What follows belongs to an exercise in optimizing a design on an open flow for small area; a production flow would make more cautious choices.
In this exercise RTL edits were held to simulation tests only and were not proved equivalent to the original.
The clock port is modelled as an ideal driver, which makes a skipped or thinned clock tree look cheaper than it is; a real chip needs a root buffer or a tree.
Power is estimated from default activity; no workload was simulated.

==> run a: inputs <==
==> flow/design.v <==
`timescale 1ns / 1ps
module hack_alu (
    input  logic [15:0] x,
    input  logic [15:0] y,
    input  logic        zx,
    input  logic        nx,
    input  logic        zy,
    input  logic        ny,
    input  logic        f,
    input  logic        no,
    output logic [15:0] out
);
    logic nxe, nye, nxen, nyen;
    alu_xor2 u_nxe (.a(nx), .b(no), .y(nxe));
    alu_xor2 u_nye (.a(ny), .b(no), .y(nye));
    alu_inv  u_nxen (.a(nxe), .y(nxen));
    alu_inv  u_nyen (.a(nye), .y(nyen));
    logic ka1, ka0, kb1, kb0, ka1n, ka0n, kb1n, kb0n;
    alu_xnor2 u_ka1 (.a(nxe), .b(zx), .y(ka1));
    alu_xnor2 u_kb1 (.a(nye), .b(zy), .y(kb1));
    alu_inv   u_ka1n (.a(ka1), .y(ka1n));
    alu_inv   u_kb1n (.a(kb1), .y(kb1n));
    assign ka0 = nxe;
    assign kb0 = nye;
    assign ka0n = nxen;
    assign kb0n = nyen;
    logic k1, k1n, k2, k2n;
    alu_nor2 u_k1n (.a(f), .b(no), .y(k1n));
    alu_inv  u_k1 (.a(k1n), .y(k1));
    alu_inv  u_k2 (.a(f), .y(k2));
    assign k2n = f;
    logic [16:0] cc;   
    assign cc[0] = f & no;
    genvar i;
    for (i = 0; i < 16; i++) begin : bit_
        logic av, bv, pv, gv, sv;
        if (i % 2 == 0) begin : ev
            alu_mux2i ma (.a0(ka0), .a1(ka1), .s(x[i]), .y(av));
            alu_mux2i mb (.a0(kb0), .a1(kb1), .s(y[i]), .y(bv));
            alu_xor2  xp (.a(av), .b(bv), .y(pv));
            alu_nor2  ng (.a(av), .b(bv), .y(gv));
            alu_xor2  xs (.a(pv), .b(cc[i]), .y(sv));
            alu_a22o  oo (.a1(sv), .a2(k1), .b1(gv), .b2(k2), .y(out[i]));
            if (i < 15) begin : cy
                alu_a22oi cn (.a1(pv), .a2(cc[i]), .b1(f), .b2(gv), .y(cc[i+1]));
            end
        end else begin : od
            alu_mux2i ma (.a0(ka0n), .a1(ka1n), .s(x[i]), .y(av));
            alu_mux2i mb (.a0(kb0n), .a1(kb1n), .s(y[i]), .y(bv));
            alu_xnor2 xp (.a(av), .b(bv), .y(pv));
            alu_nand2 ng (.a(av), .b(bv), .y(gv));
            alu_xnor2 xs (.a(pv), .b(cc[i]), .y(sv));
            alu_o22ai oo (.a1(sv), .a2(k1n), .b1(gv), .b2(k2n), .y(out[i]));
            if (i < 15) begin : cy
                alu_o22ai cn (.a1(pv), .a2(cc[i]), .b1(k2), .b2(gv), .y(cc[i+1]));
            end
        end
    end
endmodule
module alu_mux2i (input logic a0, input logic a1, input logic s, output logic y);
    assign y = ~(s ? a1 : a0);
endmodule
module alu_inv (input logic a, output logic y);
    assign y = ~a;
endmodule
module alu_xor2 (input logic a, input logic b, output logic y);
    assign y = a ^ b;
endmodule
module alu_xnor2 (input logic a, input logic b, output logic y);
    assign y = ~(a ^ b);
endmodule
module alu_nor2 (input logic a, input logic b, output logic y);
    assign y = ~(a | b);
endmodule
module alu_nand2 (input logic a, input logic b, output logic y);
    assign y = ~(a & b);
endmodule
module alu_a22o (input logic a1, input logic a2, input logic b1, input logic b2, output logic y);
    assign y = (a1 & a2) | (b1 & b2);
endmodule
module alu_a22oi (input logic a1, input logic a2, input logic b1, input logic b2, output logic y);
    assign y = ~((a1 & a2) | (b1 & b2));
endmodule
module alu_o22ai (input logic a1, input logic a2, input logic b1, input logic b2, output logic y);
    assign y = ~((a1 | a2) & (b1 | b2));
endmodule
`timescale 1ns / 1ps
module button_debouncer (
    input  logic clk,
    input  logic rst,
    input  logic btn_in,
    output logic btn_out
);
    logic sync_0_n, sync_1;
    always_ff @(posedge clk) begin
        if (rst) begin
            sync_0_n <= 1'b1;
            sync_1   <= 1'b0;
        end else begin
            sync_0_n <= ~btn_in;
            sync_1   <= ~sync_0_n;
        end
    end
    localparam logic [16:0] P     = 17'h0AAAA;
    localparam logic [16:0] TERM  = 17'h02E55;
    localparam logic [16:0] TMASK = 17'h1BE7D;
    logic [16:0] q;
    logic [16:0] c;
    logic        debounced_state;
    logic        mismatch, term;
    assign mismatch = sync_1 ^ debounced_state;
    assign c        = q ^ P;
    assign term     = (q & TMASK) == TERM;
    always_ff @(posedge clk) begin
        if (!mismatch || term) q <= '0;
        else                   q <= {c[15:0], c[16] ^ c[10]} ^ P;
    end
    always_ff @(posedge clk) begin
        if (rst)                  debounced_state <= 1'b0;
        else if (mismatch & term) debounced_state <= sync_1;
    end
    logic prev_state;
    always_ff @(posedge clk) begin
        prev_state <= debounced_state;
        if (rst) btn_out <= 1'b0;
        else     btn_out <= debounced_state & ~prev_state;
    end
endmodule
`timescale 1ns / 1ps
module alu_fpga_top (
    input  logic        clk,
    input  logic        btnC,
    input  logic        btnU,
    input  logic        btnD,
    input  logic        btnL,
    input  logic [15:0] sw,
    output logic [15:0] led
);
    logic pulse_load_x, pulse_load_y, pulse_load_ctrl;
    button_debouncer db_u (.clk(clk), .rst(btnC), .btn_in(btnU), .btn_out(pulse_load_x));
    button_debouncer db_d (.clk(clk), .rst(btnC), .btn_in(btnD), .btn_out(pulse_load_y));
    button_debouncer db_l (.clk(clk), .rst(btnC), .btn_in(btnL), .btn_out(pulse_load_ctrl));
    logic [15:0] reg_x, reg_y;
    logic        x_zero, y_zero;
    logic [5:0]  reg_ctrl;
    always_ff @(posedge clk) begin
        if (pulse_load_x) reg_x <= sw;
        if (pulse_load_y) reg_y <= sw;
    end
    always_ff @(posedge clk) begin
        if (btnC) begin
            x_zero   <= 1'b1;
            y_zero   <= 1'b1;
            reg_ctrl <= 6'b101010;
        end else begin
            if (pulse_load_x)    x_zero   <= 1'b0;
            if (pulse_load_y)    y_zero   <= 1'b0;
            if (pulse_load_ctrl) reg_ctrl <= sw[5:0];
        end
    end
    hack_alu u_alu (
        .x   (reg_x),
        .y   (reg_y),
        .zx  (reg_ctrl[5] | x_zero),
        .nx  (reg_ctrl[4]),
        .zy  (reg_ctrl[3] | y_zero),
        .ny  (reg_ctrl[2]),
        .f   (reg_ctrl[1]),
        .no  (reg_ctrl[0]),
        .out (led)
    );
endmodule
==> flow/flow/run.sh <==
#!/bin/bash
# The standard layout (standard.sh) with these changes:
#  - synthesis maps logic with an area-oriented ABC script, without the
#    full-adder extraction, and keeps the ALU's one-cell modules (alu_*) apart
#    while mapping so each becomes its cell; registers are mapped exactly as
#    in standard.sh, and the netlist is flattened as standard.sh does,
#  - port buffers use sky130_fd_sc_hd__buf_1,
#  - after CTS (clkbuf_8, no dummy loads), flow/clocktree.tcl replaces the
#    clock tree with a root inverter driving 7 balanced clusters of registers
#    through one clkinv_4 each.
set -euo pipefail
W=$PWD
export MY_ABC_SCRIPT=$W/flow/area.abc
export SYNTH_KEEP_MODULES="alu_inv alu_mux2i alu_xor2 alu_xnor2 alu_nor2 alu_nand2 alu_a22o alu_a22oi alu_o22ai"
export BUFFER_PORTS_ARGS="-buffer_cell sky130_fd_sc_hd__buf_1"
export POST_CTS_TCL=$W/flow/clocktree.tcl
export CT_LEAVES=7
export CT_LEAF_CELL=sky130_fd_sc_hd__clkinv_4
export CT_ROOT_CELL=sky130_fd_sc_hd__clkinv_8
export CTS_ARGS="-sink_clustering_enable -repair_clock_nets -dont_use_dummy_load -buf_list sky130_fd_sc_hd__clkbuf_8"
sed -e "s|SYNTH_SCRIPT=[^ ]*|SYNTH_SCRIPT=$W/flow/synth.tcl ADDER_MAP_FILE=|" standard.sh > own.sh
bash own.sh > own_sh.log 2>&1
==> flow/flow/area.abc <==
strash
&get -n
&st
&dc2
&syn3
&dch
&nf -p -F 8 -A 4
&put
topo
==> flow/flow/clocktree.tcl <==
# Rebuild the clock tree as two levels of inverters: the clock port drives
# one root inverter, which drives a few leaf inverters, each of which drives
# the clock pins of one cluster of nearby registers (k-means on their
# positions). Replaces the buffers and nets clock_tree_synthesis made.
proc ct_env {name default} {
  if {[info exists ::env($name)] && $::env($name) ne ""} { return $::env($name) }
  return $default
}
set ct_leaves    [ct_env CT_LEAVES 5]
set ct_leaf_cell [ct_env CT_LEAF_CELL sky130_fd_sc_hd__clkinv_8]
set ct_root_cell [ct_env CT_ROOT_CELL sky130_fd_sc_hd__clkinv_8]

set block [ord::get_db_block]
set db [ord::get_db]
set clk_bterm [$block findBTerm clk]
set clk_net [$clk_bterm getNet]

# Clock sinks: the CLK pins of all registers.
set sinks {}
foreach inst [$block getInsts] {
  if {![[$inst getMaster] isSequential]} { continue }
  foreach it [$inst getITerms] {
    if {[[$it getMTerm] getName] eq "CLK"} { lappend sinks $it }
  }
}

# Remove what clock_tree_synthesis built.
set old_nets {}
foreach inst [$block getInsts] {
  set n [$inst getName]
  if {[string match "clkbuf_*" $n] || [string match "clkload*" $n]} {
    foreach it [$inst getITerms] {
      set net [$it getNet]
      if {$net ne "NULL" && $net ne "" && [$net getName] ne [$clk_net getName] && [$net getSigType] eq "CLOCK"} {
        lappend old_nets $net
      }
    }
    odb::dbInst_destroy $inst
  }
}
foreach it $sinks { $it disconnect }
foreach net [lsort -unique $old_nets] {
  if {[llength [$net getITerms]] == 0 && [llength [$net getBTerms]] == 0} { odb::dbNet_destroy $net }
}

# k-means on sink positions.
set pts {}
foreach it $sinks {
  set loc [[$it getInst] getLocation]
  lappend pts [list [lindex $loc 0] [lindex $loc 1]]
}
set n [llength $pts]
set sorted [lsort -integer -index 0 $pts]
set cents {}
for {set k 0} {$k < $ct_leaves} {incr k} {
  lappend cents [lindex $sorted [expr {int(($k + 0.5) * $n / $ct_leaves)}]]
}
set assign [lrepeat $n 0]
for {set iter 0} {$iter < 50} {incr iter} {
  for {set i 0} {$i < $n} {incr i} {
    set p [lindex $pts $i]
    set best 0; set bd 1e30
    for {set k 0} {$k < $ct_leaves} {incr k} {
      set c [lindex $cents $k]
      set d [expr {abs([lindex $p 0] - [lindex $c 0]) + abs([lindex $p 1] - [lindex $c 1])}]
      if {$d < $bd} { set bd $d; set best $k }
    }
    lset assign $i $best
  }
  set newc {}
  for {set k 0} {$k < $ct_leaves} {incr k} {
    set sx 0; set sy 0; set m 0
    for {set i 0} {$i < $n} {incr i} {
      if {[lindex $assign $i] == $k} {
        set p [lindex $pts $i]
        set sx [expr {$sx + [lindex $p 0]}]; set sy [expr {$sy + [lindex $p 1]}]; incr m
      }
    }
    if {$m > 0} { lappend newc [list [expr {$sx / $m}] [expr {$sy / $m}]] } else { lappend newc [lindex $cents $k] }
  }
  set cents $newc
}

# Balance the clusters: reassign registers, nearest first, to leaves with
# room left (at most ceil(n / leaves) + 1 registers each).
set cap [expr {($n + $ct_leaves - 1) / $ct_leaves + 1}]
set pairs {}
for {set i 0} {$i < $n} {incr i} {
  set p [lindex $pts $i]
  for {set k 0} {$k < $ct_leaves} {incr k} {
    set c [lindex $cents $k]
    lappend pairs [list [expr {abs([lindex $p 0] - [lindex $c 0]) + abs([lindex $p 1] - [lindex $c 1])}] $i $k]
  }
}
set pairs [lsort -real -index 0 $pairs]
set done [lrepeat $n 0]
set fill [lrepeat $ct_leaves 0]
foreach pr $pairs {
  lassign $pr d i k
  if {[lindex $done $i] || [lindex $fill $k] >= $cap} { continue }
  lset assign $i $k
  lset done $i 1
  lset fill $k [expr {[lindex $fill $k] + 1}]
}
# Move each leaf to the centre of the registers it got.
set newc {}
for {set k 0} {$k < $ct_leaves} {incr k} {
  set sx 0; set sy 0; set m 0
  for {set i 0} {$i < $n} {incr i} {
    if {[lindex $assign $i] == $k} {
      set p [lindex $pts $i]
      set sx [expr {$sx + [lindex $p 0]}]; set sy [expr {$sy + [lindex $p 1]}]; incr m
    }
  }
  if {$m > 0} { lappend newc [list [expr {$sx / $m}] [expr {$sy / $m}]] } else { lappend newc [lindex $cents $k] }
}
set cents $newc

# Root inverter near the middle of the leaves, leaf inverters at the
# cluster centres.
set rx 0; set ry 0
foreach c $cents { set rx [expr {$rx + [lindex $c 0]}]; set ry [expr {$ry + [lindex $c 1]}] }
set rx [expr {int($rx / $ct_leaves)}]; set ry [expr {int($ry / $ct_leaves)}]

set root_net [odb::dbNet_create $block "clknet_root"]
$root_net setSigType CLOCK
set root [odb::dbInst_create $block [$db findMaster $ct_root_cell] "clkinv_root"]
$root setLocation $rx $ry
$root setPlacementStatus PLACED
[$root findITerm A] connect $clk_net
[$root findITerm Y] connect $root_net

for {set k 0} {$k < $ct_leaves} {incr k} {
  set c [lindex $cents $k]
  set net [odb::dbNet_create $block "clknet_leaf_$k"]
  $net setSigType CLOCK
  set leaf [odb::dbInst_create $block [$db findMaster $ct_leaf_cell] "clkinv_leaf_$k"]
  $leaf setLocation [expr {int([lindex $c 0])}] [expr {int([lindex $c 1])}]
  $leaf setPlacementStatus PLACED
  [$leaf findITerm A] connect $root_net
  [$leaf findITerm Y] connect $net
  for {set i 0} {$i < $n} {incr i} {
    if {[lindex $assign $i] == $k} { [lindex $sinks $i] connect $net }
  }
  puts "clocktree: leaf $k drives [llength [$net getITerms]] pins"
}
global_connect
detailed_placement
check_placement
estimate_parasitics -placement
==> flow/flow/synth.tcl <==
# synth_recipe.tcl with one change: Yosys's abc runs the area-oriented script
# flow/area.abc instead of ORFS's speed script. Registers are mapped before
# abc, exactly as in the standard synthesis.
proc synth {args} { yosys synth -nofsm -noshare {*}$args }
proc abc {args} {
  set i [lsearch $args -script]
  if {$i >= 0} { lset args [expr {$i+1}] $::env(MY_ABC_SCRIPT) }
  yosys abc {*}$args
}
source $::env(SCRIPTS_DIR)/synth.tcl
# left out here: clear keep_hierarchy, flatten, clean up, hide names made inside functions, write 1_2_yosys.v
==> flow/standard.sh <==
#!/bin/bash
# synth_recipe.tcl (not shown) runs the flow's synth.tcl, then flattens the netlist and writes it again
# the make line also repeats each setting of config.mk as NAME=value (left out here)
make -C /OpenROAD-flow-scripts/flow DESIGN_CONFIG=/design/flow/config.mk WORK_HOME=/design/flow/orfs CLKGATE_MAP_FILE= SYNTH_SCRIPT=/design/flow/synth_recipe.tcl "${@:-finish}"
==> flow/config.mk <==
export PLATFORM = sky130hd
export DESIGN_NAME = alu_fpga_top
export DESIGN_NICKNAME = alu_fpga_top
export VERILOG_FILES = /design/flow/design.v
export SDC_FILE = /design/flow/constraint.sdc
export NUM_CORES = 4
export LEC_CHECK = 0
export CAP_MARGIN = 50
export CORE_MARGIN = 2
export CORE_UTILIZATION = 40
export SLEW_MARGIN = 50
==> flow/constraint.sdc <==
create_clock -name core_clock -period 10.0 [get_ports {clk}]
set_input_delay 2.0000 -clock core_clock [delete_from_list [all_inputs] [get_ports {clk}]]
set_output_delay 2.0000 -clock core_clock [all_outputs]
set_load 0.01 [all_outputs]
==> run b (differences from run a) <==
- CAP_MARGIN: 50 -> 20
- SLEW_MARGIN: 50 -> 20
==> comparison table <==
item	run b	run a
Run status	complete, no violations	complete, no violations
Post-route worst hold slack	0.382 ns	0.386 ns
Psw	145 uW	150 uW
Core Util, Final	44.9%	45.3%
Worst-case clock skew	0.0292 ns	0.0325 ns
Global-route wire length before repair	11,800 um	11,800 um
Largest stage delay on the critical path	0.61 ns	0.51 ns
Endpoint of the worst-slack reg-to-reg timing path	db_d.q[14]	db_d.q[0]
Met2 Usage GRT	23.9%	23.8%
Detailed placement HPWL	5280 um	5280 um
Via count of the first global-routing pass	2,467	2,452
Worst VDD drop	0.0882 mV	0.0853 mV
Met3 layer usage reported by global route	2.89%	2.62%
Overall track demand over capacity in global routing	14.0%	14.1%
Worst R2R Setup Slack	8.03 ns	8.05 ns
Clock slew seen by the registers of the worst setup and hold paths	0.10 ns	0.11 ns
Register share of total power	73.3%	72.8%
Sum of met3 wire segment lengths after detailed routing	371 um	316 um
Number of vias in the routed layout	2,530	2,539
In every run of this note, the design's own scripts or RTL, not TritonCTS, make the clock network.

[port drivers added, routing unchanged]
How much do the figures lean on ideal ports? The routed layouts below were timed once more, with nothing changed but the port constraints. Step 1 (the two cells are an assumption about what drives the block):
set clk [get_ports {clk}]
set_driving_cell -lib_cell sky130_fd_sc_hd__clkbuf_16 $clk
set_driving_cell -lib_cell sky130_fd_sc_hd__buf_2 [delete_from_list [all_inputs] $clk]
Step 2, shift: input delay + t, output delay - t, t = (earliest + latest rising clock arrival at the registers) / 2. This alone moves slack from input paths to output paths. Slacks: no drivers / after step 1 / after step 2; pairs: no drivers / after step 1.
run | shift t [ns] | setup WS [ns] | worst setup path after step 2 | worst slew at a driven data input, ns | pins driven straight from the clock port
run a | 0.258 | 2.184 / 2.132 / 2.390 | register to output | 0.05 | 1
run b | 0.251 | 1.711 / 1.661 / 1.912 | register to output | 0.05 | 1
After both steps every run listed still meets setup and hold.
